Context: an optimization exercise on an open-source flow, tuned for small area. The choices shown serve that exercise and are no tape-out recipe.
Only simulation tests tie the RTL to the original design; equivalence was not proved.
Power figures rest on the tool's default switching activity, not on a simulated workload.

$ cat design/flow/design.v
`timescale 1ns / 1ps
module pc(
	output reg [7:0] pc_increment_address,	 
	input wire clk,
	input wire rst
);
always@(posedge clk)begin
	if (rst) begin
		pc_increment_address <= 8'b0000_0000;
	end else begin
		pc_increment_address <= pc_increment_address + 8'b0000_0001;
	end
end
endmodule
`timescale 1ns / 1ps
module ifid(
	output reg [15:0] instruction_ifid_output,
	input wire [15:0] instruction_ifid_input,
	input wire rst,
	input wire clk
);
always@(posedge clk)begin
	if(rst)begin
		instruction_ifid_output <= 16'b0000_0000_0000_0000;
	end else begin
		instruction_ifid_output <= instruction_ifid_input;
	end
end
endmodule
`timescale 1ns / 1ps
module registerfile(
	output wire [7:0] read_data_1,	 
	output wire [7:0] read_data_2,	 
	input wire [2:0] rd,
	input wire [2:0] rs,  
	input wire [2:0] write_address,
	input wire [7:0] write_data,
	input wire regwrite,
	input wire clk,
	input wire rst
);
reg [7:0] register_memory [7:0];
assign read_data_1 = register_memory [rd];
assign read_data_2 = register_memory [rs];
always@(posedge clk)begin
	if(rst)begin
		register_memory[0] <= 8'b0000_0000;
		register_memory[1] <= 8'b0000_0000;
		register_memory[2] <= 8'b0000_0000;
		register_memory[3] <= 8'b0000_0000;
		register_memory[4] <= 8'b0000_0000;
		register_memory[5] <= 8'b0000_0000;
		register_memory[6] <= 8'b0000_0000;
		register_memory[7] <= 8'b0000_0000;
	end else if(regwrite)begin
		register_memory[write_address] <= write_data;
	end else begin
		register_memory[0] <= register_memory[0];
		register_memory[1] <= register_memory[1];
		register_memory[2] <= register_memory[2];
		register_memory[3] <= register_memory[3];
		register_memory[4] <= register_memory[4];
		register_memory[5] <= register_memory[5];
		register_memory[6] <= register_memory[6];
		register_memory[7] <= register_memory[7];
	end
end
endmodule	
`timescale 1ns / 1ps
module control(
	output reg regwrite,
	output reg mem_read,
	output reg mem_write,
	output reg mem_to_reg,
	output reg alu_src,
	input wire [4:0] instruction,
	input wire rst
);
always@(*) begin
	if(rst)begin
		{regwrite,mem_read} <= 2'b00;
		{mem_write,mem_to_reg,alu_src} <= 3'b000;
	end else begin
		case(instruction[4:3])
			2'b00:  
			if(instruction[2:0]==3'b101)begin		 
				{regwrite,mem_read} <= 2'b00;
				{mem_write,mem_to_reg,alu_src} <= 3'b000;
			end else begin
				{regwrite,mem_read} <= 2'b00;
				{mem_write,mem_to_reg,alu_src} <= 3'b001;
			end
			2'b01:  
				if(instruction[2:0]==3'b101)begin		 
					{regwrite,mem_read} <= 2'b11;
					{mem_write,mem_to_reg,alu_src} <= 3'b011;
				end else if(instruction[2:0]==3'b110) begin	 
					{regwrite,mem_read} <= 2'b00;
					{mem_write,mem_to_reg,alu_src} <= 3'b101;
				end else begin
					{regwrite,mem_read} <= 2'b10;
					{mem_write,mem_to_reg,alu_src} <= 3'b001;
				end
			2'b10:  
				begin
					{regwrite,mem_read} <= 2'b10;
					{mem_write,mem_to_reg,alu_src} <= 3'b000;
				end
			2'b11:  
				begin
					{regwrite,mem_read} <= 2'b10;
					{mem_write,mem_to_reg,alu_src} <= 3'b000;
				end
			default:  
				begin
					{regwrite,mem_read} <= 2'b00;
					{mem_write,mem_to_reg,alu_src} <= 3'b000;
				end
		endcase
	end	
end	
endmodule	
`timescale 1ns / 1ps
module idex(
	output reg regwrite_idex_output,
	output reg mem_read_idex_output,
	output reg mem_write_idex_output,
	output reg mem_to_reg_idex_output,
	output reg alu_src_idex_output,
	output reg [7:0] read_data_1_idex_output,
	output reg [7:0] read_data_2_idex_output,
	output reg [15:0] instruction_idex_output,
	input wire regwrite_idex_input,
	input wire mem_read_idex_input,
	input wire mem_write_idex_input,
	input wire mem_to_reg_idex_input,
	input wire alu_src_idex_input,
	input wire [7:0] read_data_1_idex_input,
	input wire [7:0] read_data_2_idex_input,
	input wire [15:0] instruction_idex_input,
	input wire rst,
	input wire clk
);
always@(posedge clk)begin
	if(rst)begin
		regwrite_idex_output <= 1'b0;
		mem_read_idex_output <= 1'b0;
		mem_write_idex_output <= 1'b0;
		mem_to_reg_idex_output <= 1'b0;
		alu_src_idex_output <= 1'b0;
		read_data_1_idex_output <= 8'b0000_0000;
		read_data_2_idex_output <= 8'b0000_0000;
		instruction_idex_output <= 16'b0000_0000_0000_0000;
	end else begin
		regwrite_idex_output <= regwrite_idex_input;
		mem_read_idex_output <= mem_read_idex_input;
		mem_write_idex_output <= mem_write_idex_input;
		mem_to_reg_idex_output <= mem_to_reg_idex_input;
		alu_src_idex_output <= alu_src_idex_input;
		read_data_1_idex_output <= read_data_1_idex_input;
		read_data_2_idex_output <= read_data_2_idex_input;
		instruction_idex_output <= instruction_idex_input;
	end
end
endmodule
`timescale 1ns / 1ps
module id(
	output wire regwrite_out,
	output wire mem_read,
	output wire mem_write,
	output wire mem_to_reg,
	output wire alu_src,
	output wire [7:0] rd_data,
	output wire [7:0] rs_data,
	output wire [15:0] instruction_output,
	input wire [15:0] instruction_input,
	input wire rst,
	input wire rst_registerfile,
	input wire regwrite,
	input wire [7:0] write_data,
	input wire [2:0] write_addr,
	input wire clk
);
wire [15:0] instruction_from_ifid; 
wire [7:0] rd, rs;
wire regwrite_from_control, 
	 mem_read_from_control, 
	 mem_write_from_control, 
	 mem_to_reg_from_control, 
	 alu_src_from_control;
ifid ifid1(instruction_from_ifid, 
		   instruction_input, 
		   rst,
		   clk
);
registerfile registerfile1(rd,
						   rs,
						   instruction_from_ifid [10:8],
						   instruction_from_ifid [7:5],
						   write_addr,	
						   write_data,						
						   regwrite,	
						   clk,					   
						   rst_registerfile
);
control control1(regwrite_from_control,
				 mem_read_from_control,
				 mem_write_from_control,
				 mem_to_reg_from_control,
				 alu_src_from_control,
				 instruction_from_ifid[15:11],
				 rst
);
idex idex1(regwrite_out,
		   mem_read,
		   mem_write,
		   mem_to_reg,
		   alu_src,
		   rd_data,
		   rs_data,
		   instruction_output,
		   regwrite_from_control,
		   mem_read_from_control,
		   mem_write_from_control,
		   mem_to_reg_from_control,
		   alu_src_from_control,
		   rd,
		   rs,
		   instruction_from_ifid,
		   rst,
		   clk
);
endmodule
`timescale 1ns / 1ps
module alu(
	output reg [7:0] alu_result,
	input wire [15:0] instruction,
	input wire alu_src,
	input wire [7:0] read_data_1,
	input wire [7:0] read_data_2,
	input wire rst
);
wire [7:0] alu_2nd_input;
wire [4:0] alu_op;
assign alu_op = instruction[15:11];
assign alu_2nd_input = alu_src ? instruction[7:0] : read_data_2;
parameter JMP = 5'b00000,
		  BRC = 5'b00001,
		  BRZ = 5'b00010,
		  BRV = 5'b00011,
		  JSR = 5'b00100,
		  NOP = 5'b00101,	 
		  ADDI = 5'b01000,	 
		  SUBI = 5'b01001,	 
		  ANDI = 5'b01010,	 
		  ORI = 5'b01011,	 
		  LDI = 5'b01100,	 
		  LDD = 5'b01101,	 
		  STD = 5'b01110,	 
		  ADD = 5'b10000,	 
		  SUB = 5'b10001,	 
		  AND = 5'b10010,	 
		  OR = 5'b10011,	 
		  EOR = 5'b10110,	 
		  NOT = 5'b11100,	 
		  SHL = 5'b11101,	 
		  SHR = 5'b11110;	 
always @(*) begin
	if(rst)begin
		alu_result = 8'b0000_0000;
	end else begin
		casez(alu_op)
			NOP: 
				begin
					alu_result = 8'b0000_0000;
				end
			ADDI: 
				begin	
					alu_result = read_data_1 + alu_2nd_input;
				end
			SUBI: 
				begin
					alu_result = read_data_1 - alu_2nd_input;
				end
			ANDI: 
				begin
					alu_result = read_data_1 & alu_2nd_input;
				end 
			ORI: 
				begin
					alu_result = read_data_1 | alu_2nd_input;
				end 
			LDI: 
				begin
					alu_result = alu_2nd_input;
				end
			LDD: 
				begin
					alu_result = alu_2nd_input;
				end 
			STD:
				begin
					alu_result = alu_2nd_input;
				end
			ADD: 
				begin
					alu_result = read_data_1 + alu_2nd_input;
				end
			SUB: 
				begin
					alu_result = read_data_1 - alu_2nd_input;
				end 
			AND: 
				begin
					alu_result = read_data_1 & alu_2nd_input;
				end 
			OR: 
				begin
					alu_result = read_data_1 | alu_2nd_input;
				end 
			EOR: 
				begin
					alu_result = read_data_1 ^ alu_2nd_input;
				end
			NOT: 
				begin
					alu_result = ~read_data_1;
				end
			SHL: 
				begin
					alu_result = read_data_1 << 1;
				end 
			SHR: 
				begin
					alu_result = read_data_1 >> 1;
				end
			default:	
				begin
					alu_result = 8'b0000_0000;
				end
		endcase
	end
end
endmodule
`timescale 1ns / 1ps
module exmem(
	output reg regwrite_exmem_output,
	output reg memread_exmem_output,
	output reg memwrite_exmem_output,
	output reg mem_to_reg_exmem_output,
	output reg [7:0] alu_result_exmem_output,
	output reg [7:0] write_data_exmem_output,
	output reg [2:0] rd_exmem_output,			 
	input wire regwrite_exmem_input,
	input wire memread_exmem_input,
	input wire memwrite_exmem_input,
	input wire mem_to_reg_exmem_input,
	input wire [7:0] alu_result_exmem_input,
	input wire [7:0] write_data_exmem_input,
	input wire [2:0] rd_exmem_input,			 
	input wire rst,
	input wire clk
);
always@(posedge clk)begin
	if(rst)begin
		alu_result_exmem_output <= 8'b0000_0000;
		rd_exmem_output <= 3'b000;
		write_data_exmem_output <= 8'b0000_0000;
		memwrite_exmem_output <= 1'b0;
		memread_exmem_output <= 1'b0;
		regwrite_exmem_output <= 1'b0;
		mem_to_reg_exmem_output <= 1'b0;
	end else begin
		alu_result_exmem_output <= alu_result_exmem_input;
		rd_exmem_output <= rd_exmem_input;
		write_data_exmem_output <= write_data_exmem_input;
		memwrite_exmem_output <= memwrite_exmem_input;
		memread_exmem_output <= memread_exmem_input;
		regwrite_exmem_output <= regwrite_exmem_input;
		mem_to_reg_exmem_output <= mem_to_reg_exmem_input;
	end
end
endmodule
`timescale 1ns / 1ps
module id_and_ex(
	output wire regwrite_out,
	output wire mem_read_out,
	output wire mem_write_out,
	output wire mem_to_reg_out,
	output wire [7:0] alu_result,
	output wire [7:0] write_data_to_memory,
	output wire [2:0] rd_address,	 
	input wire [15:0] instruction_input,
	input wire rst,
	input wire rst_registerfile,
	input wire regwrite,
	input wire [7:0] write_data,
	input wire [2:0] write_addr,
	input wire clk
);
wire [7:0] alu_result_from_alu;
wire regwrite_from_id;
wire mem_read_from_id;
wire mem_write_from_id;
wire mem_to_reg_from_id;
wire alu_src_from_id;
wire [7:0] rd_data_from_id;	 
wire [7:0] rs_data_from_id;
wire [15:0] instruction_from_id;
id id1(regwrite_from_id,
	   mem_read_from_id,
	   mem_write_from_id,
	   mem_to_reg_from_id,
	   alu_src_from_id,
	   rd_data_from_id,
	   rs_data_from_id,
	   instruction_from_id,
	   instruction_input,
	   rst,
	   rst_registerfile,
	   regwrite,
	   write_data,
	   write_addr,
	   clk
);
alu alu1(alu_result_from_alu,  
		 instruction_from_id, 
		 alu_src_from_id, 
		 rd_data_from_id,
		 rs_data_from_id,
		 rst
);
exmem exmem1(regwrite_out,
		   mem_read_out,
		   mem_write_out,
		   mem_to_reg_out,
		   alu_result,
		   write_data_to_memory,
		   rd_address,
		   regwrite_from_id,
		   mem_read_from_id,
		   mem_write_from_id,
		   mem_to_reg_from_id,
		   alu_result_from_alu,
		   rd_data_from_id,		 
		   instruction_from_id[10:8],
		   rst,
		   clk
);
endmodule
`timescale 1ns / 1ps
module memwb(	
	output reg regwire_memwb_output,
	output reg [2:0] rd_memwb_output,			 
	output wire [7:0] wb_data,		 
	input wire regwire_memwb_input,
	input wire mem_to_reg_memwb_input,
	input wire [7:0] read_ram_data_memwb_input,
	input wire [7:0] alu_result_memwb_input,
	input wire [2:0] rd_memwb_input,			 
	input wire rst,
	input wire clk
);
reg mem_to_reg_memwb_output;
reg [7:0] read_ram_data_memwb_output, alu_result_memwb_output;
assign wb_data =  mem_to_reg_memwb_output ? read_ram_data_memwb_output : alu_result_memwb_output;  
always@(posedge clk)begin
	if(rst)begin
		regwire_memwb_output <= 1'b0;
		read_ram_data_memwb_output <= 8'b0000_0000;
		alu_result_memwb_output <= 8'b0000_0000;
		rd_memwb_output <= 3'b000;
		mem_to_reg_memwb_output <= 1'b0;
	end else begin
		regwire_memwb_output <= regwire_memwb_input;
		read_ram_data_memwb_output <= read_ram_data_memwb_input;
		alu_result_memwb_output <= alu_result_memwb_input;
		rd_memwb_output <= rd_memwb_input;
		mem_to_reg_memwb_output <= mem_to_reg_memwb_input;
	end
end
endmodule
`timescale 1ns / 1ps
module id_to_wb(
	output wire [7:0] data_from_ram, 
	output wire mem_read_from_idandex,
	output wire mem_write_from_idandex,
	output wire [7:0] alu_result_from_idandex,		 
	output wire [7:0] write_data_to_memory,
	input wire [7:0] ram_data,
	input wire [15:0] instruction_input,
	input wire rst,
	input wire rst_registerfile,
	input wire clk
);
assign data_from_ram = ram_data;
wire regwrite_from_idandex;
wire mem_to_reg_from_idandex;
wire [2:0] instruction_from_idandex;
wire  regwrite_from_wb_mux_in;		 
wire  regwrite_from_wb;		 
wire [2:0] wb_address;		 
wire [7:0] wb_data;			 
id_and_ex id_and_ex1(regwrite_from_idandex,
					 mem_read_from_idandex,
					 mem_write_from_idandex,
					 mem_to_reg_from_idandex,
					 alu_result_from_idandex,
					 write_data_to_memory,
					 instruction_from_idandex,
					 instruction_input,
					 rst,
					 rst_registerfile,
					 regwrite_from_wb,		 
					 wb_data,				 
					 wb_address,			 
					 clk
);
memwb memwb1(regwrite_from_wb,
			 wb_address,
			 wb_data,
			 regwrite_from_idandex,
			 mem_to_reg_from_idandex,
			 ram_data,
			 alu_result_from_idandex,
			 instruction_from_idandex,
			 rst,
		     clk
);
endmodule
`timescale 1ns / 1ps
module riscv8bit(
	output wire [7:0] data_from_ram, 
	output wire mem_read_from_idandex,
	output wire mem_write_from_idandex,
	output wire [7:0] alu_result_from_idandex,		 
	output wire [7:0] write_data_to_memory,
	input wire [7:0] ram_data,
	output wire [7:0] pc_increment_address,
	input wire [15:0] instruction_input,
	input wire rst,
	input wire rst_registerfile,
	input wire clk 
);
id_to_wb id_to_wb1(data_from_ram,
				   mem_read_from_idandex,
				   mem_write_from_idandex,
				   alu_result_from_idandex,		
				   write_data_to_memory,
				   ram_data,
				   instruction_input,
				   rst,
				   rst_registerfile,
				   clk
);
pc pc1(pc_increment_address,	 
	   clk,
	   rst
);
endmodule
$ cat design/flow/run.sh
#!/bin/bash
# synth_recipe.tcl (not shown) runs the flow's synth.tcl, then flattens the netlist and writes it again
# the make line also repeats each setting of config.mk as NAME=value (left out here)
make -C /OpenROAD-flow-scripts/flow DESIGN_CONFIG=/design/flow/config.mk WORK_HOME=/design/flow/orfs CLKGATE_MAP_FILE= SYNTH_SCRIPT=/design/flow/synth_recipe.tcl finish
$ cat design/flow/config.mk
export PLATFORM = sky130hd
export DESIGN_NAME = riscv8bit
export DESIGN_NICKNAME = riscv8bit
export VERILOG_FILES = /design/flow/design.v
export SDC_FILE = /design/flow/constraint.sdc
export NUM_CORES = 4
export LEC_CHECK = 0
export CAP_MARGIN = 20
export CORE_MARGIN = 2
export CORE_UTILIZATION = 40
export SLEW_MARGIN = 20
$ cat design/flow/constraint.sdc
create_clock -name core_clock -period 5.0 [get_ports {clk}]
set_input_delay 1.0000 -clock core_clock [delete_from_list [all_inputs] [get_ports {clk}]]
set_output_delay 1.0000 -clock core_clock [all_outputs]
set_load 0.01 [all_outputs]
==> flow_summary.yaml, run 1 <==
finish:
  nFillCells: 1587
  num_antenna_cells: 0
  layout_common_cells: "nor2_1, dfxtp_1, edfxtp_1, nor2b_1, clkdlybuf4s50_1"
  final_core_util_pct: 48.22
  areaGrowthSynthToFinish_pct: 17.42
  final_nets: 726
  finalInstanceArea_um2: 8721
  drive_gt1_share_pct: 10.95
  final_common_cell: "nor2_1"
die:
  dieArea_um2: 19670
  num_rows: 49
  start_util_pct: 41.07
  io_pins: 61
  core_um2: 18090
  die-width_um: 140.3
  die_y_um: 140.3
global_routing:
  overflow: 0
  grt_util_met3_pct: 4.513
  grt_usage_pct: 18.47
  use_met1_pct: 22.74
  grt_max_degree: 66
  busiest_layer: "met2"
  grt_pass1_wl_mm: 27.52
  grtUsageMet2_pct: 31.60
  grt_pass1_vias: 5023
  antenna_found_initial: 0
synthesis:
  synthFlopType: "dfxtp_1"
  synth_compound_area_share_pct: 5.812
  syn_area_per_cell_um2: 11.79
  synth_nets: 684
  async_reset_ff_share_pct: 0
  synth_top_family_by_area: "simple AND/OR/NAND/NOR gates"
  yosys.area.top_type: "dfxtp_1"
  synth_cell_types: 56
  seq_area_frac_synth_pct: 53.64
  synth-adder-area-share_pct: 4.650
  syn_inst: 630
  synthSimpleGateAreaFrac_pct: 15.97
  ys_ff_latch: 167
  synth_xor_area_share_pct: 2.342
  netlist_top_cells_area: "dfxtp_1, edfxtp_1, mux4_2"
  synthMuxAreaShare_pct: 14.15
  yosysWarningCount: 8
  synth_edf_count: 64
  synth_area_um2: 7427
  synth_top_cell_area_share_pct: 27.76
sta:
  worst_slew_pin_slew_ns: 1.031
  rsz0062_at_grt: "false"
  finalClockSkew_ns: 0.008553
  min_period_ns: 3.282
  setup_viol: 0
  setup-tns-final_ns: 0
  post-route-period-util_pct: 65.64
  max_slew_margin_pct: 29.29
  hold_viol: 0
  max_clock_freq_ghz: 0.3047
  final_max_slew_viol_count: 0
  worst_slack_ns: 1.718
worst_setup_path:
  reg2reg_depth: 12
  critical-path-max-stage-delay_ns: 0.76
  critPathSlowestCell: "dfxtp_1"
  critPathMaxFanout: 16
  critPathLaunchType: "flip-flop"
  reg2reg_setup_slack_ns: 1.72
  arrival_ns: 3.57
  cp.required_ns: 5.29
  critPathKind: "reg -> reg"
  end_kind: "flip-flop"
  crit_chain: "mux2i_1 > ha_1 > nand2_1 > o21ai_1 > inv_1 > ha_1 > nor2b_1 > o21ai_0 > o21ai_0 > o31a_1 > a31oi_1 > o41ai_1"
placement:
  place_area_um2: 8139
  dpl.hpwl_mm: 12.46
  gp_congestion: 0.8651
  port_buffers: 60
  detailedPlace.worstSlack_ns: 1.855
clock_network:
  numCtsBuffers: 17
  clk_pin_slew_worst_paths_ns: 0.06
  cts-root-buf: "clkbuf_16"
  cts_setup_buffers: 0
  htree_levels: 4
  cts-hold-fix-buffers: 0
  cts_tree: "yes"
  clock_sinks: 167
  cts_resized: 0
  clock_path_buffers: 2
  clock_latency_ns: 0.43
run:
  max_cap_viol_count: 0
detailed_routing:
  wire_per_inst_um: 19.06
  via_count: 4915
  wl_mm: 17.42
  dr.pass1.iters: 5
  viasPerCell: 5.377
  drc: 0
  antenna_left: 0
  first_iter_violations: 393
run_status:
  outcome: "no timing/DRC/antenna violations"
worst_hold_path:
  hold-path-cell-count: 1
  hp-class: "reg -> reg"
power_and_ir_drop:
  power.leakage_nw: 3.134
  peakVddDrop_uv: 244.2
  power_density_nw_per_um2: 357.4
Yosys cell counts (11+ instances only):
cell / n
nor2_1: 107
dfxtp_1: 103
edfxtp_1: 64
nor2b_1: 63
mux2i_1: 33
mux4_2: 32
ha_1: 26
clkbuf_1: 22
inv_1: 20
nand2_1: 19
nand2b_1: 15
a21oi_1: 12
xnor2_1: 11
worst paths after layout:
check,from,end
worst max-delay path,flip-flop,flip-flop
worst min-delay path,flip-flop,id_to_wb1.id_and_ex1.exmem1.memwrite_exmem_output
worst max register to register,flip-flop,flip-flop
worst min register to register,flip-flop,id_to_wb1.id_and_ex1.exmem1.memwrite_exmem_output
power breakdown:
part / switching (mW) / total [mW] / internal, mW / leakage, nW
clock: 0.570 / 1.28 / 0.711 / 0.287
combinational: 0.153 / 0.312 / 0.159 / 1.34
sequential: 0.0597 / 1.52 / 1.46 / 1.51
total: 0.783 / 3.12 / 2.33 / 3.13
metrics by stage:
stage	hold slack (ns)	std cells	total power, mW
final	0.4375	914	3.116
after detailed placement	0.4251	882	1.860
after floorplan	0.4013	630	1.754
after global routing	0.4588	914	3.230
after CTS	0.4443	914	3.147
after global placement	0.4183	882	1.855
critical path, delay by kind of cell (launching register included):
kind            cells  cell delay (ns)
mux                 1             0.49
flops               1             0.76
fa+ha+maj           2             0.53
simple gates        2             0.18
compound gates      6             1.09
buf+inv             1             0.09
registers in the layout, summed over array words and instances, names as in the netlist, 3 cells and up:
name and count:
id_to_wb1.memwb1.rd_memwb_output 3, id_to_wb1.id_and_ex1.exmem1.write_data_exmem_output 8, id_to_wb1.memwb1.read_ram_data_memwb_output 8, id_to_wb1.id_and_ex1.id1.idex1.instruction_idex_output 16, id_to_wb1.id_and_ex1.exmem1.alu_result_exmem_output 8, pc1.pc_increment_address 8
id_to_wb1.id_and_ex1.id1.ifid1.instruction_ifid_output 16, id_to_wb1.memwb1.alu_result_memwb_output 8, id_to_wb1.id_and_ex1.exmem1.rd_exmem_output 3, id_to_wb1.id_and_ex1.id1.registerfile1.register_memory 64, id_to_wb1.id_and_ex1.id1.idex1.read_data_2_idex_output 8, id_to_wb1.id_and_ex1.id1.idex1.read_data_1_idex_output 8
kinds of logic (layout without fill, tap and decap cells):
kind of cell	Yosys count	after routing
flops	167	167
fa+ha+maj	27	27
simple gates	235	235
compound gates	59	59
xor+xnor	19	19
mux	65	65
buf+inv	58	113
area by class of cell:
class | instances | area [um^2] | area share, %
multi-input cells | 405 | 3192 | 36.60
clock inverters | 12 | 98.84 | 1.133
inverters | 20 | 75.07 | 0.8608
clock buffers | 20 | 479.2 | 5.495
flip-flops and latches | 167 | 3986 | 45.71
well taps | 229 | 286.5 | 3.286
repair buffers | 61 | 603.1 | 6.915
per-layer routing:
layer  vias up  wire length (um)
met5         -                 0
met4         0               359
met3        27              1069
met2       169              8794
met1      2418              7197
li1       2301                 -
==> run 2: changes to the inputs <==
--- a/design/flow/config.mk
+++ b/design/flow/config.mk
@@ -5,7 +5,10 @@
 export SDC_FILE = /design/flow/constraint.sdc
 export NUM_CORES = 4
 export LEC_CHECK = 0
+export ABC_AREA = 1
 export CAP_MARGIN = 20
 export CORE_MARGIN = 2
 export CORE_UTILIZATION = 40
+export CTS_BUF_LIST = sky130_fd_sc_hd__clkbuf_2 sky130_fd_sc_hd__clkbuf_4 sky130_fd_sc_hd__clkbuf_8
+export CTS_CLUSTER_SIZE = 30
 export SLEW_MARGIN = 20
==> run 2 against run 1 <==
  * Still clean
  * Register-to-register slack improved by 0.49 ns
  * Largest power group unchanged
  * Die area is 3.7% higher
  * Highest routed layer unchanged
  * Power is 8.5% lower
  * Sequential share of layout area decreased by 0.83 points
  * Utilization decreased by 1.1 points
  * Clock power is 23% lower
  * Area after synthesis grew 3.8%
==> flow_summary.yaml, run 2 <==
run_status:
  outcome: "no timing/DRC/antenna violations"
clock_network:
  htree_levels: 4
  clock_sinks: 167
  clock_path_buffers: 2
  clock_latency_ns: 0.47
  cts-hold-fix-buffers: 0
  clk_pin_slew_worst_paths_ns: 0.09
  cts-root-buf: "clkbuf_8"
  cts_tree: "yes"
  numCtsBuffers: 17
  cts_resized: 0
  cts_setup_buffers: 0
finish:
  final_common_cell: "nor2_1"
  regArea_um2: 3984
  nFillCells: 1813
  reg.largest.list: "id_to_wb1.id_and_ex1.id1.registerfile1.register_memory (64), id_to_wb1.id_and_ex1.id1.idex1.instruction_idex_output (16), id_to_wb1.id_and_ex1.id1.ifid1.instruction_ifid_output (16)"
  multi_input_area_um2: 3008
  largest_reg_flops: 64
  finalInstanceArea_um2: 8876
  num_antenna_cells: 0
  layout_common_cells: "nor2_1, inv_1, nand2_1, o21ai_0, dfxtp_1"
  areaGrowthSynthToFinish_pct: 15.12
  final_nets: 1042
  regMostFlops: "id_to_wb1.id_and_ex1.id1.registerfile1.register_memory"
  drive_gt1_share_pct: 6.993
synthesis:
  async_reset_ff_share_pct: 0
  seq_area_frac_synth_pct: 51.67
  synth_edf_count: 64
  syn_area_per_cell_um2: 8.167
  synth.most_common_cell: "nor2_1"
  netlist_top_cells_area: "dfxtp_1, edfxtp_1, nor2_1"
  synth_nets: 998
  yosys.area.top_type: "dfxtp_1"
  synth_common_cells: "nor2_1, inv_1, nand2_1, o21ai_0, dfxtp_1"
  synth_top_cell_area_share_pct: 26.74
  synth_area_um2: 7710
  synth_cell_types: 44
  syn_inst: 944
  synthFlopType: "dfxtp_1"
  yosysWarningCount: 8
  ys_ff_latch: 167
sta:
  setup_viol: 0
  worst_slack_ns: 1.982
  max_slew_margin_pct: 17.73
  setup-tns-final_ns: 0
  worst_slew_pin_slew_ns: 1.200
  post-route-period-util_pct: 60.35
  min_period_ns: 3.018
  max_clock_freq_ghz: 0.3314
  finalClockSkew_ns: 0.01843
  final_max_slew_viol_count: 0
  hold_viol: 0
  rsz0062_at_grt: "false"
worst_setup_path:
  reg2reg_depth: 18
  cp-startpoint: "ram_data[5]"
  cp.required_ns: 4.00
  critPathKind: "in -> out"
  critPathLaunchType: "input pin"
  critPathMaxFanout: 2
  critPathSlowestCell: "clkdlybuf4s50_1"
  crit_chain: "clkdlybuf4s50_1 > clkdlybuf4s50_1"
  end_kind: "output pin"
  worst-path-buf-inv: 2
  crit_family: "buffers and inverters"
  crit_path_frequent_cell: "clkdlybuf4s50_1"
  arrival_ns: 2.02
  critical-path-max-stage-delay_ns: 0.54
  reg2reg_setup_slack_ns: 2.21
global_routing:
  overflow: 0
  grt_pass1_wl_mm: 30.28
  grt_pass1_vias: 5693
  antenna_found_initial: 0
  grt_usage_pct: 19.47
  grt_max_degree: 61
run:
  max_cap_viol_count: 0
detailed_routing:
  first_iter_violations: 474
  drc: 0
  viasPerCell: 4.912
  wire_per_inst_um: 15.17
  via_count: 6194
  antenna_left: 0
  dr.pass1.iters: 5
  wl_mm: 19.14
die:
  core_um2: 18830
  io_pins: 61
  die-width_um: 142.8
  dieArea_um2: 20400
  start_util_pct: 40.94
  die_y_um: 142.8
  num_rows: 50
placement:
  gp_congestion: 0.9213
  dpl.hpwl_mm: 13.90
  port_buffers: 60
  detailedPlace.worstSlack_ns: 1.982
  place_area_um2: 8463
worst_hold_path:
  hold_end: "id_to_wb1.id_and_ex1.exmem1.memwrite_exmem_output"
  hp-class: "reg -> reg"
  hold-path-cell-count: 2
power_and_ir_drop:
  power_density_nw_per_um2: 321.2
  power.leakage_nw: 3.595
  power_mw: 2.851
  peakVddDrop_uv: 153.5
==> run 2: cell count changes after synthesis, sizes merged, moves of 11 or more <==
| cell | change |
|---|---|
| o21ai | +112 |
| nand3 | +21 |
| nand2 | +106 |
| a21oi | +35 |
| nor2b | -63 |
| nand2b | -15 |
| mux2i | -25 |
| nor2 | +95 |
| mux4 | -32 |
| inv | +114 |
| xnor2 | -11 |
==> run 2: kinds of logic (layout without fill, tap and decap cells) <==
logic type / count (synthesis) / after routing / synth area share, %
buf+inv: 179 / 236 / 9.413
flops: 167 / 167 / 51.67
compound gates: 182 / 182 / 12.41
fa+ha+maj: 27 / 27 / 4.479
xor+xnor: 6 / 6 / 0.6816
simple gates: 375 / 375 / 20.30
mux: 8 / 8 / 1.039
==> run 2: worst max-delay path by stage <==
stage	slack, ns	depth (start not counted)	end
floorplan	2.65	19	flip-flop
global placement	1.99	2	data_from_ram[5]
detailed placement	1.98	2	data_from_ram[5]
CTS	1.98	2	data_from_ram[5]
global route	1.91	18	flip-flop
finish	1.98	2	data_from_ram[5]
==> run 2: power by group <==
group,internal (mW),switching [mW]
Combinational,0.135,0.223
Sequential,1.47,0.0428
Clock,0.431,0.553
Total,2.03,0.819
==> run 2: worst register-to-register path, delay by kind of cell (launching register included) <==
kind / cells / cell delay [ns]
simple gates: 11 / 0.80
compound gates: 2 / 0.51
buf+inv: 3 / 0.21
flops: 1 / 0.56
fa+ha+maj: 2 / 0.60
==> run 2: per-layer routing <==
layer	vias up	routed length, um	GRT usage, %
met2	186	8852	31.00
met1	2873	9041	27.21
li1	3110	-	-
met5	-	0	0
met4	0	296	5.263
met3	25	945	3.756
==> run 2: cell type report <==
class | count | share of cell area, %
Clock buffer | 18 | 2.791
Clock inverter | 14 | 1.762
Inverter | 140 | 5.991
Multi-Input combinational cell | 598 | 33.89
Sequential cell | 167 | 44.88
Tap cell | 260 | 3.665
Timing Repair Buffer | 64 | 7.020
==> run 2: per-stage QoR <==
step / hold WS (ns) / utilization [%] / std cells
after global placement: 0.3916 / 44.92 / 1228
after CTS: 0.4071 / 47.09 / 1260
after floorplan: 0.3883 / - / 944
final: 0.4052 / 47.14 / 1261
after detailed placement: 0.3934 / 44.94 / 1228
after global routing: 0.4178 / 47.14 / 1261
==> run 3: changes to the inputs <==
==> design/flow/design.v (replaced) <==
`timescale 1ns / 1ps
module riscv8bit(
	output wire [7:0] data_from_ram,
	output wire mem_read_from_idandex,
	output wire mem_write_from_idandex,
	output wire [7:0] alu_result_from_idandex,
	output wire [7:0] write_data_to_memory,
	input wire [7:0] ram_data,
	output wire [7:0] pc_increment_address,
	input wire [15:0] instruction_input,
	input wire rst,
	input wire rst_registerfile,
	input wire clk
);
assign data_from_ram = ram_data;
reg [7:0] pc;
always @(posedge clk)
	pc <= rst ? 8'd0 : pc + 8'd1;
assign pc_increment_address = pc;
reg [7:0] s1_res, s1_a;  reg [2:0] s1_rd;  reg s1_we, s1_m;
reg [7:0] s2_res, s2_a;  reg [2:0] s2_rd;  reg s2_we, s2_m;
reg       s2_v;
reg [7:0] s3_res, s3_a;  reg [2:0] s3_rd;  reg s3_we, s3_m;
wire s3_mr = s3_we & s3_m;
wire s3_mw = ~s3_we & s3_m;
reg [63:0] rf;
wire [7:0] wdata = s3_m ? ram_data : s3_res;
wire       wen   = s3_we & ~rst;
genvar gi;
generate
	for (gi = 0; gi < 8; gi = gi + 1) begin : g_rf
		wire sel  = wen & (s3_rd == gi);
		wire hold = ~sel & ~rst_registerfile;
		always @(posedge clk)
			rf[gi*8 +: 8] <= ({8{sel}} & wdata) | ({8{hold}} & rf[gi*8 +: 8]);
	end
endgenerate
wire [4:0] op = {instruction_input[15:14] & {2{~rst}}, instruction_input[13:11]};
wire [2:0] ra = instruction_input[10:8] & {3{~rst}};
wire [2:0] rb = instruction_input[7:5];
wire [7:0] k  = instruction_input[7:0];
reg [7:0] ra_q, rb_q;
integer i;
always @(*) begin
	ra_q = 8'd0;
	rb_q = 8'd0;
	for (i = 0; i < 8; i = i + 1) begin
		ra_q = ra_q | ({8{ra == i}} & rf[i*8 +: 8]);
		rb_q = rb_q | ({8{rb == i}} & rf[i*8 +: 8]);
	end
end
wire [7:0] a = ra_q & {8{~rst_registerfile}};
wire [7:0] b = op[4] ? (rb_q & {8{~rst_registerfile}}) : k;
wire is_i  = ~op[4] &  op[3];
wire is_r2 =  op[4] & ~op[3];
wire is_r1 =  op[4] &  op[3];
wire is_ir = is_i | is_r2;
wire f_arith = is_ir & (op[2:1] == 2'b00);
wire f_and   = is_ir & (op[2:0] == 3'b010);
wire f_or    = is_ir & (op[2:0] == 3'b011);
wire f_xor   = is_r2 & (op[2:0] == 3'b110);
wire f_b     = is_i  & op[2] & ~(op[1] & op[0]);
wire f_not   = is_r1 & (op[2:0] == 3'b100);
wire f_shl   = is_r1 & (op[2:0] == 3'b101);
wire f_shr   = is_r1 & (op[2:0] == 3'b110);
wire sub     = f_arith & op[0];
wire l0 = sub | f_not;                         
wire l1 = (f_arith & ~sub) | f_or | f_xor | f_b | f_not;  
wire l2 = (f_arith & ~sub) | f_or | f_xor;     
wire l3 = sub | f_and | f_or | f_b;            
wire [8:0] c;
wire [7:0] p;
assign c[0] = sub;
genvar gk;
generate
	for (gk = 0; gk < 8; gk = gk + 1) begin : g_alu
		assign p[gk]   = a[gk] ? (b[gk] ? l3 : l2) : (b[gk] ? l1 : l0);
		assign c[gk+1] = f_arith & (p[gk] ? c[gk] : a[gk]);
	end
endgenerate
wire [7:0] res = (p ^ c[7:0])
               | ({8{f_shl}} & {a[6:0], 1'b0})
               | ({8{f_shr}} & {1'b0, a[7:1]});
wire c_m  = is_i & op[2] & (op[1] ^ op[0]);    
wire c_we = (op[4] | op[3]) & ~(is_i & (op[2:0] == 3'b110));
always @(posedge clk) begin
	s1_res <= res;  s1_a <= a;  s1_rd <= ra;
	s1_we  <= c_we; s1_m <= c_m;
	s2_res <= s1_res; s2_a <= s1_a; s2_rd <= s1_rd;
	s2_we  <= s1_we;  s2_m <= s1_m;
	s2_v   <= ~rst;
	s3_rd  <= s2_rd;
	if (rst | ~s2_v) begin
		s3_res <= 8'd0; s3_a <= 8'd0;
		s3_we  <= 1'b0; s3_m <= 1'b0;
	end else begin
		s3_res <= s2_res; s3_a <= s2_a;
		s3_we  <= s2_we;  s3_m <= s2_m;
	end
end
assign alu_result_from_idandex = s3_res;
assign mem_read_from_idandex   = s3_mr;
assign mem_write_from_idandex  = s3_mw;
assign write_data_to_memory    = s3_a;
endmodule
--- a/design/flow/config.mk
+++ b/design/flow/config.mk
@@ -9,6 +9,4 @@
 export CAP_MARGIN = 20
 export CORE_MARGIN = 2
 export CORE_UTILIZATION = 40
-export CTS_BUF_LIST = sky130_fd_sc_hd__clkbuf_2 sky130_fd_sc_hd__clkbuf_4 sky130_fd_sc_hd__clkbuf_8
-export CTS_CLUSTER_SIZE = 30
 export SLEW_MARGIN = 20
==> run 3 against run 2 <==
  * Combinational power is 54% lower
  * Fmax down 25%
  * Final area is 20% lower
  * Critical path depth is 24 higher
  * Synthesized cell count shrank 20%
  * Die area fell by 24%
  * Setup slack lost 1.0 ns
  * Sequential cell count decreased by 31
  * Clock skew decreased by 0.010 ns
  * Clock power up 26%
  * Cell count decreased by 20%
  * Largest cell class unchanged
==> flow_summary.yaml, run 3 <==
worst_hold_path:
  hold-path-cell-count: 0
  hold_end: "s2_res[5]"
  hp-class: "reg -> reg"
  min-delay-start: "s1_res[5]"
sta:
  setup_viol: 0
  final_max_slew_viol_count: 0
  max_clock_freq_ghz: 0.2470
  finalClockSkew_ns: 0.008341
  rsz0062_at_grt: "false"
  max_slew_margin_pct: 34.98
  worst_slew_pin_slew_ns: 0.9482
  setup-tns-final_ns: 0
  post-route-period-util_pct: 80.98
  min_period_ns: 4.049
  hold_viol: 0
worst_setup_path:
  critPathLaunchType: "input pin"
  r2r_end: "s1_res[7]"
  reg2reg_depth: 14
  rr_startpoint: "rf[14]"
  end_kind: "flip-flop"
  reg2reg_setup_slack_ns: 2.66
  cp.required_ns: 5.31
  critPathKind: "in -> reg"
  critPathMaxFanout: 12
  arrival_ns: 4.36
placement:
  dpl.hpwl_mm: 12.94
  port_buffers: 60
  place_area_um2: 6538
  gp_congestion: 0.9593
finish:
  final_common_cell: "nand2_1"
  num_antenna_cells: 0
  finalInstanceArea_um2: 7121
  areaGrowthSynthToFinish_pct: 22.28
  nFillCells: 1394
  drive_gt1_share_pct: 8.627
  regArea_um2: 2723
  layout_common_cells: "nand2_1, dfxtp_1, inv_1, o22ai_1, nand3_1"
  regMostFlops: "rf"
  final_core_util_pct: 49.56
  multi_input_area_um2: 2515
  final_nets: 846
  largest_reg_flops: 64
synthesis:
  seq_area_frac_synth_pct: 46.76
  netlist_top_cells_area: "dfxtp_1, nand2_1, o22ai_1"
  synth_area_um2: 5823
  yosys.area.top_type: "dfxtp_1"
  synth_common_cells: "nand2_1, dfxtp_1, inv_1, o22ai_1, nand3_1"
  syn_area_per_cell_um2: 7.733
  syn_inst: 753
  synth_nets: 789
  synth_edf_count: 0
  synth_cell_types: 42
  yosysWarningCount: 1
  synth.most_common_cell: "nand2_1"
  ys_ff_latch: 136
  async_reset_ff_share_pct: 0
  synthFlopType: "dfxtp_1"
  synth_top_cell_area_share_pct: 46.76
power_and_ir_drop:
  power_density_nw_per_um2: 352.8
  combPwrFrac_pct: 6.5
  p_switching_mw: 0.6455
  switching_share_pct: 25.69
  clkPwrFrac_pct: 49.2
  p_seq_share_pct: 44.3
  power.internal_mw: 1.867
  peakVddDrop_uv: 230.1
  power_mw: 2.512
  power.leakage_nw: 2.823
detailed_routing:
  wl_met2_mm: 8.092
  wl_met1_mm: 7.612
  wire_per_inst_um: 17.11
  dr.pass1.iters: 5
  first_iter_violations: 399
  wl_mm: 17.23
  antenna_left: 0
  via_count: 5393
  wl_met3_mm: 1.113
  drc: 0
  top_layer_used: "met4"
  viasPerCell: 5.356
clock_network:
  cts_setup_buffers: 0
  numCtsBuffers: 17
  clock_sinks: 136
  cts-root-buf: "clkbuf_16"
  cts-hold-fix-buffers: 0
  cts_tree: "yes"
  clk_pin_slew_worst_paths_ns: 0.06
  clock_latency_ns: 0.43
  clock_path_buffers: 2
  cts_resized: 0
  htree_levels: 4
die:
  io_pins: 61
  die-width_um: 124.7
  die_y_um: 124.7
  start_util_pct: 40.53
  dieArea_um2: 15540
  num_rows: 44
  core_um2: 14370
run:
  max_cap_viol_count: 0
run_status:
  outcome: "no timing/DRC/antenna violations"
global_routing:
  grt_pass1_wl_mm: 27.46
  grt_max_degree: 22
  overflow: 0
  antenna_found_initial: 0
  grt_pass1_vias: 5251
  grt_usage_pct: 22.63
[run 3: cell types whose count changed after synthesis, moves of 17 or more]
cell / before / now
o22ai_1: 5 / 71
a21oi_1: 48 / 11
edfxtp_1: 64 / 0
o21ai_0: 111 / 41
nand3_1: 27 / 63
dfxtp_1: 103 / 136
nand2_1: 112 / 139
nor2_1: 196 / 54
ha_1: 26 / 9
[run 3: power by group through the flow]
stage / combinational (mW) / sequential (mW) / clock, mW
after floorplan: 0.0942 / 1.14 / 0
after global placement: 0.161 / 1.14 / 0
after detailed placement: 0.162 / 1.14 / 0
after CTS: 0.162 / 1.11 / 1.26
after global routing: 0.181 / 1.11 / 1.30
final: 0.164 / 1.11 / 1.24
[run 3: per-layer routing]
layer | GRT usage, % | up-vias
li1 | - | 2647
met1 | 28.70 | 2504
met2 | 36.61 | 208
met3 | 5.799 | 34
met4 | 9.584 | 0
met5 | 0 | -
[run 3: per-stage QoR]
step	setup slack, ns	hold slack [ns]	instances
floorplan	1.456	0.3096	753
global placement	0.6634	0.3106	975
detailed placement	0.5105	0.3121	975
CTS	0.9658	0.3247	1007
global route	0.6062	0.3274	1007
finish	0.9509	0.3253	1007
[run 3: cell families after synthesis]
kind of cell	share of synthesized area, %
AOI/OAI and AO/OA	16.29
xor gates and xnor gates	0.1504
adders and majority gates	1.934
buffers and inverters	10.06
DFF	46.76
muxes	1.375
and+or+nand+nor	23.44
[run 3: area by class of cell]
type                            count  share of cell area, %
Clock buffer                       17                  5.974
Tap cell                          184                  3.233
Multi-Input combinational cell    473                  35.32
Sequential cell                   136                  38.24
Timing Repair Buffer               63                  8.751
Inverter                          119                  6.273
Clock inverter                     15                  2.214
[run 3: how the worst max path moves through the flow]
stage	from	endpoint	cells past startpoint
2_1_floorplan	rst	s1_res[7]	27
3_3_place_gp	rst	s1_res[7]	27
3_5_place_dp	rst	s1_res[7]	27
4_1_cts	rst	s1_res[7]	27
5_1_grt	rst	s1_res[7]	27
6_report	rst	s1_res[7]	26
[run 3: worst max-delay path, cell delays in order]
cell,delay (ns)
clkdlybuf4s50_1,0.43
inv_2,0.18
nand2_2,0.19
ha_1,0.37
nand3_2,0.12
inv_1,0.12
nand2_1,0.16
nand4_1,0.36
nand2_1,0.18
nand3_1,0.12
nand3_2,0.10
nand2_1,0.06
nand2_2,0.07
nand2_1,0.07
nand2_2,0.08
nand2_1,0.06
nand2_2,0.08
nand2_2,0.05
nand2_2,0.07
nand2_2,0.05
nand2_2,0.08
nand3_2,0.07
nand2_1,0.08
nand2_1,0.06
nand2_1,0.07
nand3_1,0.07
==> run 4: changes to the inputs <==
==> design/flow/flow/run.sh (new file) <==
#!/bin/bash
set -euo pipefail
W=$(pwd)
F=$W/flow

{
  echo 'proc abc {args} {'
  echo '  set i [lsearch $args -script]'
  echo "  if {\$i >= 0} { lset args [expr {\$i+1}] $F/area.abc }"
  echo '  yosys abc {*}$args'
  echo '}'
  cat "$W/synth_recipe.tcl"
} > "$W/own_synth.tcl"

export BUFFER_PORTS_ARGS="-buffer_cell sky130_fd_sc_hd__buf_1"
export CTS_ARGS="-sink_clustering_enable -repair_clock_nets -dont_use_dummy_load -buf_list {sky130_fd_sc_hd__clkbuf_2 sky130_fd_sc_hd__clkbuf_4 sky130_fd_sc_hd__clkbuf_8}"

make -C "$FLOW_HOME" DESIGN_CONFIG="$W/config.mk" WORK_HOME="$W/orfs" CLKGATE_MAP_FILE= \
  SYNTH_SCRIPT="$W/own_synth.tcl" finish > "$W/make.log" 2>&1

R=$W/orfs/results/sky130hd/riscv8bit/base
: # left out here: write the final layout as DEF
==> design/flow/flow/area.abc (new file) <==
strash
&get -n
&st
&dch
&nf -R 1000
&put
==> design/flow/standard.sh (new file) <==
#!/bin/bash
# synth_recipe.tcl (not shown) runs the flow's synth.tcl, then flattens the netlist and writes it again
# the make line also repeats each setting of config.mk as NAME=value (left out here)
make -C /OpenROAD-flow-scripts/flow DESIGN_CONFIG=/design/flow/config.mk WORK_HOME=/design/flow/orfs CLKGATE_MAP_FILE= SYNTH_SCRIPT=/design/flow/synth_recipe.tcl "${@:-finish}"
--- a/design/flow/config.mk
+++ b/design/flow/config.mk
@@ -9,4 +9,5 @@
 export CAP_MARGIN = 20
 export CORE_MARGIN = 2
 export CORE_UTILIZATION = 40
+export GPL_TIMING_DRIVEN = 0
 export SLEW_MARGIN = 20
removed: design/flow/run.sh
==> run 4 against run 3 <==
  * Worst hold slack got worse by 0.0018 ns
  * Non-clock buffer count increased by 11
  * Final area decreased by 14%
  * Sequential share of layout area increased by 6.1 points
  * Combinational power decreased by 9%
  * Power decreased by 24%
  * First-iteration DRC count increased by 47%
  * Cell count decreased by 19%
  * Critical path type unchanged
  * Highest routed layer unchanged
==> flow_summary.yaml, run 4 <==
global_routing:
  grt_pass1_vias: 4527
  grt_usage_pct: 21.53
  overflow: 0
  grt_max_degree: 19
  antenna_found_initial: 0
  grt_pass1_wl_mm: 23.35
sta:
  post-route-period-util_pct: 94.17
  worst_slew_pin_slew_ns: 1.127
  max_slew_margin_pct: 24.55
  setup_viol: 0
  min_period_ns: 4.709
  finalClockSkew_ns: 0.02886
  setup-tns-final_ns: 0
  hold_viol: 0
  rsz0062_at_grt: "false"
  final_max_slew_viol_count: 0
  hold-worst-slack_ns: 0.3235
  max_clock_freq_ghz: 0.2124
detailed_routing:
  antenna_left: 0
  wire_per_inst_um: 18.38
  via_count: 4714
  drc: 0
  dr.pass1.iters: 5
  wl_mm: 15.03
  viasPerCell: 5.763
  first_iter_violations: 587
worst_hold_path:
  hp-class: "reg -> reg"
synthesis:
  netlist_top_cells_area: "dfxtp_1, nand2_1, o21ai_0"
  synth.most_common_cell: "dfxtp_1"
  synth_cell_types: 37
  seq_area_frac_synth_pct: 51.65
  async_reset_ff_share_pct: 0
  syn_area_per_cell_um2: 9.363
  yosys.area.top_type: "dfxtp_1"
  synthFlopType: "dfxtp_1"
  synth_top_cell_area_share_pct: 51.65
  synth_edf_count: 0
  ys_ff_latch: 136
  synth_nets: 599
  syn_inst: 563
  synth_area_um2: 5271
  synth_common_cells: "dfxtp_1, nand2_1, o21ai_0, and2_0"
  yosysWarningCount: 1
die:
  die_y_um: 118.8
  die-width_um: 118.8
  num_rows: 41
  io_pins: 61
  dieArea_um2: 14110
  core_um2: 12720
  start_util_pct: 41.43
clock_network:
  cts_tree: "yes"
  clock_latency_ns: 0.45
  clk_pin_slew_worst_paths_ns: 0.07
  numCtsBuffers: 17
  cts-hold-fix-buffers: 0
  htree_levels: 4
  clock_sinks: 136
  cts-root-buf: "clkbuf_8"
  clock_path_buffers: 2
finish:
  final_nets: 684
  areaGrowthSynthToFinish_pct: 16.57
  finalInstanceArea_um2: 6145
  layout_common_cells: "dfxtp_1, nand2_1, o21ai_0, buf_1, and2_0"
  regMostFlops: "rf"
  finalNonFillerCells: 818
  largest_reg_flops: 64
  final_common_cell: "dfxtp_1"
  drive_gt1_share_pct: 9.443
  num_antenna_cells: 0
worst_setup_path:
  crit_chain: "buf_1 > nor2b_4 > nor3_4 > a22o_1 > a221o_1 > a221oi_2 > a31o_1 > o211ai_1 > o21ai_1 > o211ai_1 > a21o_1 > o21a_1 > o31a_1 > nor3_2 > nor2b_1 > o31a_1 > or3_1 > xor2_1 > a221o_1"
  worst-path-buf-inv: 1
  critPathMaxFanout: 7
  end_kind: "flip-flop"
  crit_family: "compound AO/OA/AOI/OAI gates"
  arrival_ns: 5.05
  critical-path-max-stage-delay_ns: 0.36
  cp.required_ns: 5.34
  critPathKind: "in -> reg"
  critPathLaunchType: "input pin"
  critPathSlowestCell: "or3_1"
placement:
  gp_congestion: 0.9309
  dpl.hpwl_mm: 10.89
  port_buffers: 60
  place_area_um2: 5731
  dpl.cell_count: 795
power_and_ir_drop:
  power.leakage_nw: 2.168
  power_mw: 1.907
  peakVddDrop_uv: 134.6
  power_density_nw_per_um2: 310.4
run:
  max_cap_viol_count: 0
run_status:
  outcome: "no timing/DRC/antenna violations"
run 4: final timing paths:
| check | from | end | cells after the start | slack [ns] |
|---|---|---|---|---|
| hold reg to reg | s1_a[2] | s2_a[2] | 0 | 0.32 |
| hold / removal | s1_a[2] | s2_a[2] | 0 | 0.32 |
| setup reg to reg | rf[0] | s1_res[6] | 16 | 0.95 |
| setup / recovery | instruction_input[9] | s1_res[6] | 19 | 0.29 |
run 4: worst register-to-register path, stage by stage (launching register included):
cell and delay [ns]:
dfxtp_1 0.33, a222oi_1 0.36, nand4_1 0.18, a221o_1 0.29
a22oi_1 0.27, mux2i_1 0.13, o21ai_1 0.19, o211ai_1 0.14
a21o_1 0.23, o21a_1 0.20, o31a_1 0.27, nor3_2 0.21
nor2b_1 0.09, o31a_1 0.26, or3_1 0.36, xor2_1 0.18
a221o_1 0.26
run 4: stage by stage:
| stage | utilization (%) | worst slack, ns |
|---|---|---|
| final | 48.30 | 0.2914 |
| after global routing | 48.30 | 0.01644 |
| after CTS | 47.43 | 0.06252 |
| after detailed placement | 45.04 | -1.604 |
| after global placement | 44.96 | -1.514 |
| after floorplan | - | 0.02170 |
run 4: area by class of cell:
| type | instances | area, um^2 |
|---|---|---|
| inverters | 10 | 42.54 |
| multi-input cells | 409 | 2589 |
| plain buffers | 8 | 60.06 |
| flip-flops and latches | 136 | 2723 |
| fillers | 1269 | 6578 |
| repair buffers | 66 | 281.5 |
| clock buffers | 17 | 234.0 |
| well taps | 172 | 215.2 |
run 4: cells by family (layout without fill, tap and decap cells):
| logic type | count (synthesis) | after routing | synth area share (%) |
|---|---|---|---|
| adder cells (fa/ha/maj) | 9 | 9 | 2.136 |
| AND/OR/NAND/NOR | 200 | 200 | 17.59 |
| buffers and inverters | 18 | 101 | 1.852 |
| XOR/XNOR | 11 | 11 | 1.828 |
| AO/OA/AOI/OAI | 171 | 171 | 21.41 |
| multiplexers | 18 | 18 | 3.537 |
| flip-flops | 136 | 136 | 51.65 |
run 4: repair_timing:
action	in CTS	in global routing
setup endpoints to repair	4	2
resized for setup	15	22
buffers inserted	1	5
pin swaps	0	4
run 4: routing by layer:
layer  up-vias  part of all wire, %  global-route usage [%]
li1       2219                    -                       -
met1      2245                   44                   28.94
met2       218                   45                   32.61
met3        32                  8.3                   5.502
met4         0                  2.4                   9.375
met5         -                    0                       0
run 4: power breakdown:
part	switching [mW]	internal, mW
registers	0.00946	1.10
logic	0.0996	0.0491
clock network	0.346	0.298
total	0.455	1.45
==> run 5: changes to the inputs <==
--- a/design/flow/config.mk
+++ b/design/flow/config.mk
@@ -9,5 +9,4 @@
 export CAP_MARGIN = 20
 export CORE_MARGIN = 2
 export CORE_UTILIZATION = 40
-export GPL_TIMING_DRIVEN = 0
 export SLEW_MARGIN = 20
==> run 5 against run 4 <==
  * Non-clock buffer count rose by 40
  * Sequential cell count did not move
  * Critical path depth rose by 4
  * Die area did not move
  * Register-to-register slack improved by 0.13 ns
  * Clock skew rose by 0.0057 ns
  * Worst hold slack got worse by 0.0076 ns
  * Critical endpoint unchanged
  * Largest cell class unchanged
==> flow_summary.yaml, run 5 <==
global_routing:
  grt_pass1_vias: 4632
  antenna_found_initial: 0
  overflow: 0
  grt_usage_pct: 23.28
  grt_max_degree: 19
  grt_pass1_wl_mm: 24.80
die:
  dieArea_um2: 14110
  io_pins: 61
  num_rows: 41
  die_y_um: 118.8
  core_um2: 12720
  start_util_pct: 41.43
  die-width_um: 118.8
finish:
  multi_input_area_um2: 2471
  num_antenna_cells: 0
  largest_reg_flops: 64
  drive_gt1_share_pct: 11.08
  regArea_um2: 2723
  final_common_cell: "dfxtp_1"
  final_core_util_pct: 49.61
  nFillCells: 1286
  final_nets: 724
  regMostFlops: "rf"
  finalNonFillerCells: 858
  layout_common_cells: "dfxtp_1, nand2_1, o21ai_0, buf_1, buf_4"
  areaGrowthSynthToFinish_pct: 19.72
clock_network:
  htree_levels: 4
  clock_sinks: 136
  cts-root-buf: "clkbuf_8"
  clock_path_buffers: 2
  cts-hold-fix-buffers: 0
  numCtsBuffers: 17
  clock_latency_ns: 0.46
  cts_tree: "yes"
  clk_pin_slew_worst_paths_ns: 0.08
synthesis:
  async_reset_ff_share_pct: 0
  netlist_top_cells_area: "dfxtp_1, nand2_1, o21ai_0"
  ys_ff_latch: 136
  syn_inst: 563
  seq_area_frac_synth_pct: 51.65
  synth_cell_types: 37
  yosysWarningCount: 1
  synth.most_common_cell: "dfxtp_1"
  yosys.area.top_type: "dfxtp_1"
  syn_area_per_cell_um2: 9.363
  synth_common_cells: "dfxtp_1, nand2_1, o21ai_0, and2_0"
  synth_area_um2: 5271
  synthFlopType: "dfxtp_1"
  synth_top_cell_area_share_pct: 51.65
  synth_edf_count: 0
  synth_nets: 599
detailed_routing:
  antenna_left: 0
  dr.pass1.iters: 7
  wl_mm: 15.82
  drc: 0
  wire_per_inst_um: 18.44
  first_iter_violations: 483
  viasPerCell: 5.714
  via_count: 4903
power_and_ir_drop:
  power_density_nw_per_um2: 304.0
  peakVddDrop_uv: 122.1
  power.leakage_nw: 2.309
sta:
  worst_slew_pin_slew_ns: 1.126
  final_max_slew_viol_count: 0
  worst_slack_ns: 0.2893
  finalClockSkew_ns: 0.03458
  min_period_ns: 4.711
  hold-worst-slack_ns: 0.3159
  setup_viol: 0
  post-route-period-util_pct: 94.21
  hold_viol: 0
  max_slew_margin_pct: 24.59
  setup-tns-final_ns: 0
  max_clock_freq_ghz: 0.2123
worst_setup_path:
  critPathMaxFanout: 7
  arrival_ns: 5.07
  end_kind: "flip-flop"
  critical-path-max-stage-delay_ns: 0.34
  cp.required_ns: 5.36
  critPathSlowestCell: "or3_1"
  crit_chain: "buf_1 > clkinv_1 > buf_4 > nand2_1 > ha_1 > nor2b_2 > nand2_1 > o21ai_0 > a31oi_2 > and3_1 > buf_4 > o21ai_0 > a21oi_1 > a21oi_1 > a21o_1 > o21a_1 > o31a_1 > nor3_1 > nor2b_1 > o31a_1 > or3_1 > xor2_1 > a221o_1"
  critPathLaunchType: "input pin"
  critPathKind: "in -> reg"
run:
  max_cap_viol_count: 0
placement:
  detailedPlace.worstSlack_ns: -0.1038
  gp_congestion: 1.006
  dpl.cell_count: 841
  port_buffers: 60
  dpl.hpwl_mm: 12.16
worst_hold_path:
  hp-class: "reg -> reg"
run_status:
  outcome: "no timing/DRC/antenna violations"
## run 5: cell counts after synthesis
No cell type changed its count.
## run 5: path summary, 6_finish.rpt
path                            startpoint         to  slack [ns]  depth (start not counted)
worst max-delay path                   rst  s1_res[6]        0.29                         23
worst max register to register       rf[0]  s1_res[6]        1.08                         17
worst min-delay path               s1_a[2]    s2_a[2]        0.32                          0
worst min register to register     s1_a[2]    s2_a[2]        0.32                          0
## run 5: kinds of logic after synthesis
kind of cell               share of synthesized area, %
AOI/OAI and AO/OA                                 21.41
xor gates and xnor gates                          1.828
and+or+nand+nor                                   17.59
muxes                                             3.537
DFF                                               51.65
adders and majority gates                         2.136
buffers and inverters                             1.852
## run 5: layout make-up
class | count | area share (%)
multi-input cells | 409 | 39.16
clock buffers | 17 | 3.707
repair buffers | 114 | 9.992
flip-flops and latches | 136 | 43.14
inverters | 10 | 0.5948
well taps | 172 | 3.410
## run 5: worst max-delay path: cells and delay by family
family	cells	cell delay, ns
AOI/OAI and AO/OA	10	1.74
xor gates and xnor gates	1	0.17
adders and majority gates	1	0.24
buffers and inverters	4	0.65
and+or+nand+nor	7	1.24
## run 5: repair_timing
item                       in CTS  in global routing
resized for setup               0                  2
setup endpoints to repair       0                  2
buffers inserted                0                  0
## run 5: power by group
part	internal, mW	switching, mW	total, mW
clock network	0.298	0.347	0.644
logic	0.0611	0.0989	0.160
registers	1.10	0.00930	1.11
## run 5: metal layers
metal | wire (um) | global-route usage [%]
met1 | 7291 | 31.87
met2 | 6956 | 34.63
met3 | 1154 | 5.454
met4 | 420 | 10.71
met5 | 0 | 0
## run 5: through the flow
step / cell area, um^2 / power [mW]
after floorplan: 5280 / 1.214
after global placement: 6066 / 1.291
after detailed placement: 6066 / 1.294
after CTS: 6300 / 1.933
after global routing: 6311 / 1.996
final: 6311 / 1.918
==> run 6: changes to the inputs <==
--- a/design/flow/design.v
+++ b/design/flow/design.v
@@ -17,8 +17,8 @@
 always @(posedge clk)
 	pc <= rst ? 8'd0 : pc + 8'd1;
 assign pc_increment_address = pc;
-reg [7:0] s1_res, s1_a;  reg [2:0] s1_rd;  reg s1_we, s1_m;
-reg [7:0] s2_res, s2_a;  reg [2:0] s2_rd;  reg s2_we, s2_m;
+reg [7:0] s1_res_n, s1_a_n;  reg [2:0] s1_rd;  reg s1_we, s1_m;
+reg [7:0] s2_res_n, s2_a_n;  reg [2:0] s2_rd;  reg s2_we, s2_m;
 reg       s2_v;
 reg [7:0] s3_res, s3_a;  reg [2:0] s3_rd;  reg s3_we, s3_m;
 wire s3_mr = s3_we & s3_m;
@@ -75,7 +75,7 @@
 generate
 	for (gk = 0; gk < 8; gk = gk + 1) begin : g_alu
 		assign p[gk]   = a[gk] ? (b[gk] ? l3 : l2) : (b[gk] ? l1 : l0);
-		assign c[gk+1] = f_arith & (p[gk] ? c[gk] : a[gk]);
+		assign c[gk+1] = p[gk] ? c[gk] : (a[gk] & f_arith);
 	end
 endgenerate
 wire [7:0] res = (p ^ c[7:0])
@@ -84,9 +84,9 @@
 wire c_m  = is_i & op[2] & (op[1] ^ op[0]);    
 wire c_we = (op[4] | op[3]) & ~(is_i & (op[2:0] == 3'b110));
 always @(posedge clk) begin
-	s1_res <= res;  s1_a <= a;  s1_rd <= ra;
+	s1_res_n <= ~res;  s1_a_n <= ~a;  s1_rd <= ra;
 	s1_we  <= c_we; s1_m <= c_m;
-	s2_res <= s1_res; s2_a <= s1_a; s2_rd <= s1_rd;
+	s2_res_n <= s1_res_n; s2_a_n <= s1_a_n; s2_rd <= s1_rd;
 	s2_we  <= s1_we;  s2_m <= s1_m;
 	s2_v   <= ~rst;
 	s3_rd  <= s2_rd;
@@ -94,7 +94,7 @@
 		s3_res <= 8'd0; s3_a <= 8'd0;
 		s3_we  <= 1'b0; s3_m <= 1'b0;
 	end else begin
-		s3_res <= s2_res; s3_a <= s2_a;
+		s3_res <= ~s2_res_n; s3_a <= ~s2_a_n;
 		s3_we  <= s2_we;  s3_m <= s2_m;
 	end
 end
--- a/design/flow/flow/run.sh
+++ b/design/flow/flow/run.sh
@@ -13,7 +13,7 @@
 } > "$W/own_synth.tcl"
 
 export BUFFER_PORTS_ARGS="-buffer_cell sky130_fd_sc_hd__buf_1"
-export CTS_ARGS="-sink_clustering_enable -repair_clock_nets -dont_use_dummy_load -buf_list {sky130_fd_sc_hd__clkbuf_2 sky130_fd_sc_hd__clkbuf_4 sky130_fd_sc_hd__clkbuf_8}"
+export CTS_ARGS="-sink_clustering_enable -repair_clock_nets -dont_use_dummy_load -buf_list {sky130_fd_sc_hd__clkbuf_4}"
 
 make -C "$FLOW_HOME" DESIGN_CONFIG="$W/config.mk" WORK_HOME="$W/orfs" CLKGATE_MAP_FILE= \
   SYNTH_SCRIPT="$W/own_synth.tcl" finish > "$W/make.log" 2>&1
--- a/design/flow/config.mk
+++ b/design/flow/config.mk
@@ -9,4 +9,5 @@
 export CAP_MARGIN = 20
 export CORE_MARGIN = 2
 export CORE_UTILIZATION = 40
+export GPL_TIMING_DRIVEN = 0
 export SLEW_MARGIN = 20
==> run 6 against run 5 <==
  * Die area down 0.57%
  * Combinational power down 6%
  * Worst hold slack better by 0.0030 ns
  * Fmax up 2.1%
  * Sequential share of layout area up 3.1 points
  * Global-route usage down 1.6 points
  * Count of clock-buffer cells in the layout unchanged
  * Cell count down 5.8%
  * Sequential cell count unchanged
  * Wire length down 6.1%
  * Synthesized cell count down 0.89%
  * Largest power group unchanged
==> flow_summary.yaml, run 6 <==
synthesis:
  synth.most_common_cell: "dfxtp_1"
  synthFlopType: "dfxtp_1"
  yosysWarningCount: 1
  synth_compound_area_share_pct: 21.51
  synthSimpleGateAreaFrac_pct: 16.31
  synth_edf_count: 0
  netlist_top_cells_area: "dfxtp_1, o21ai_0, nand2_1"
  synth_top_cell_area_share_pct: 51.96
  ys_ff_latch: 136
  synth_top_family_by_area: "compound AO/OA/AOI/OAI gates"
  yosys.area.top_type: "dfxtp_1"
  synth_common_cells: "dfxtp_1, nand2_1, o21ai_0, nor2_1, mux2i_1"
  async_reset_ff_share_pct: 0
  synth_cell_types: 32
  seq_area_frac_synth_pct: 51.96
  synthMuxAreaShare_pct: 4.585
  synth_nets: 594
  synth_xor_area_share_pct: 1.839
  synth-adder-area-share_pct: 2.149
  syn_inst: 558
  synth_area_um2: 5240
  syn_area_per_cell_um2: 9.391
finish:
  regMostFlops: "rf"
  areaGrowthSynthToFinish_pct: 12.32
  nFillCells: 1273
  layout_common_cells: "dfxtp_1, nand2_1, o21ai_0, buf_1, nor2_1"
  final_core_util_pct: 46.26
  final_nets: 674
  num_antenna_cells: 0
  finalInstanceArea_um2: 5886
  largest_reg_flops: 64
  final_common_cell: "dfxtp_1"
  drive_gt1_share_pct: 6.604
detailed_routing:
  first_iter_violations: 574
  dr.pass1.iters: 6
  wire_per_inst_um: 18.39
  via_count: 4604
  wl_mm: 14.86
  drc: 0
  viasPerCell: 5.698
  antenna_left: 0
clock_network:
  clk_pin_slew_worst_paths_ns: 0.11
  clock_sinks: 136
  numCtsBuffers: 17
  cts-hold-fix-buffers: 0
  cts_tree: "yes"
  cts-root-buf: "clkbuf_4"
  clock_path_buffers: 2
  clock_latency_ns: 0.55
  htree_levels: 4
sta:
  max_slew_margin_pct: 27.07
  hold_viol: 0
  worst_slack_ns: 0.3884
  setup_viol: 0
  max_clock_freq_ghz: 0.2168
  worst_slew_pin_slew_ns: 1.086
  finalClockSkew_ns: 0.03262
  min_period_ns: 4.612
  rsz0062_at_grt: "false"
  final_max_slew_viol_count: 0
  post-route-period-util_pct: 92.23
  hold-worst-slack_ns: 0.3189
worst_setup_path:
  critPathLaunchType: "input pin"
  critPathMaxFanout: 11
  critPathKind: "in -> reg"
  cp-startpoint: "rst"
  end_kind: "flip-flop"
  cp.required_ns: 5.50
  arrival_ns: 5.11
  rr_startpoint: "rf[16]"
global_routing:
  grt_usage_pct: 21.67
  antenna_found_initial: 0
  grt_max_degree: 18
  overflow: 0
  grt_pass1_wl_mm: 23.27
  grt_pass1_vias: 4220
die:
  die-width_um: 118.5
  core_um2: 12720
  num_rows: 41
  start_util_pct: 41.19
  dieArea_um2: 14030
  die_y_um: 118.5
  io_pins: 61
power_and_ir_drop:
  power.internal_mw: 1.314
  p_switching_mw: 0.4406
  power_density_nw_per_um2: 298.2
  power.leakage_nw: 2.116
  peakVddDrop_uv: 121.1
  clkPwrFrac_pct: 27.4
  p_seq_share_pct: 64.0
  combPwrFrac_pct: 8.6
  switching_share_pct: 25.11
run:
  max_cap_viol_count: 0
placement:
  detailedPlace.worstSlack_ns: -1.277
  port_buffers: 60
  dpl.hpwl_mm: 10.96
  place_area_um2: 5690
  gp_congestion: 0.8521
worst_hold_path:
  min-delay-start: "s1_we"
  hp-class: "reg -> reg"
run_status:
  outcome: "no timing/DRC/antenna violations"
-- run 6: cell count changes after synthesis, moves of 4 or more --
cell,previous run,this run
a21oi_1,19,7
nor2b_1,13,9
nor2_1,19,44
mux2_1,5,0
o211ai_1,4,0
mux2i_1,13,24
and2_0,21,1
o22ai_1,2,7
nand2b_1,0,4
nand2_1,103,94
a22o_1,13,17
-- run 6: worst max-delay path, cell delays in order --
cell      delay, ns
buf_2          0.26
inv_4          0.12
nand2_1        0.18
clkinv_1       0.21
nor3_2         0.63
a221oi_1       0.20
a21o_1         0.28
o22ai_2        0.25
nand2_1        0.08
o21ai_1        0.13
nor2_1         0.06
nor2_1         0.20
nand2_1        0.08
o21ai_0        0.11
nand2b_1       0.16
o31a_1         0.18
nand2_1        0.06
o21ai_0        0.11
nand2b_1       0.17
o31a_1         0.16
nand2_1        0.07
o21a_1         0.15
xor2_1         0.15
nor2_1         0.10
-- run 6: per-stage QoR --
| step | std cells | power, mW | TNS, ns |
|---|---|---|---|
| 2_1_floorplan | 558 | 1.233 | 0 |
| 3_3_place_gp | 790 | 1.286 | -3.047 |
| 3_5_place_dp | 790 | 1.291 | -4.041 |
| 4_1_cts | 807 | 1.763 | 0 |
| 5_1_grt | 808 | 1.833 | 0 |
| 6_report | 808 | 1.755 | 0 |
-- run 6: cell type report --
type                            instances  area, um^2  share of cell area (%)
Multi-Input combinational cell        407        2496                   42.41
Clock buffer                           17       127.6                   2.168
Timing Repair Buffer                   61       235.2                   3.997
Buffer                                  8       60.06                   1.020
Tap cell                              172       215.2                   3.656
Sequential cell                       136        2723                   46.26
Inverter                                7       28.78                  0.4889
-- run 6: cells by family after synthesis --
kind of cell             after synthesis
AO/OA/AOI/OAI                        168
XOR/XNOR                              11
adder cells (fa/ha/maj)                9
buffers and inverters                 15
flip-flops                           136
multiplexers                          24
AND/OR/NAND/NOR                      195
-- run 6: path summary, 6_finish.rpt --
check	endpoint	slack, ns	cells past startpoint
min reg2reg	s2_we	0.32	0
max	s1_res_n[7]	0.39	24
min	s2_we	0.32	0
max reg2reg	s1_res_n[7]	1.16	21
-- run 6: routing by layer --
layer / GRT usage, % / share of wire, % / vias up
met2: 31.83 / 45 / 239
li1: - / - / 2199
met3: 6.757 / 9.0 / 23
met1: 29.37 / 44 / 2143
met4: 9.077 / 1.8 / 0
met5: 0 / 0 / -
-- run 6: power groups by stage --
| stage | Clock (mW) | Sequential [mW] | Combinational (mW) |
|---|---|---|---|
| 6_report | 0.481 | 1.12 | 0.151 |
| 5_1_grt | 0.543 | 1.13 | 0.164 |
| 4_1_cts | 0.496 | 1.12 | 0.144 |
| 3_5_place_dp | 0 | 1.15 | 0.142 |
| 3_3_place_gp | 0 | 1.15 | 0.139 |
| 2_1_floorplan | 0 | 1.15 | 0.0854 |
-- run 6: repair_timing --
item                                    4_1_cts  5_1_grt
endpoints found under the setup margin        3        3
setup buffers                                 0        1
gates resized for setup                       4       12

Setup slack of run 6, layout unchanged: 0.388 ns with ideal ports, 0.404 ns with driving cells assumed (clock clkbuf_16, inputs buf_2), -0.166 ns with port delays also shifted by the 0.570 ns mid clock arrival.
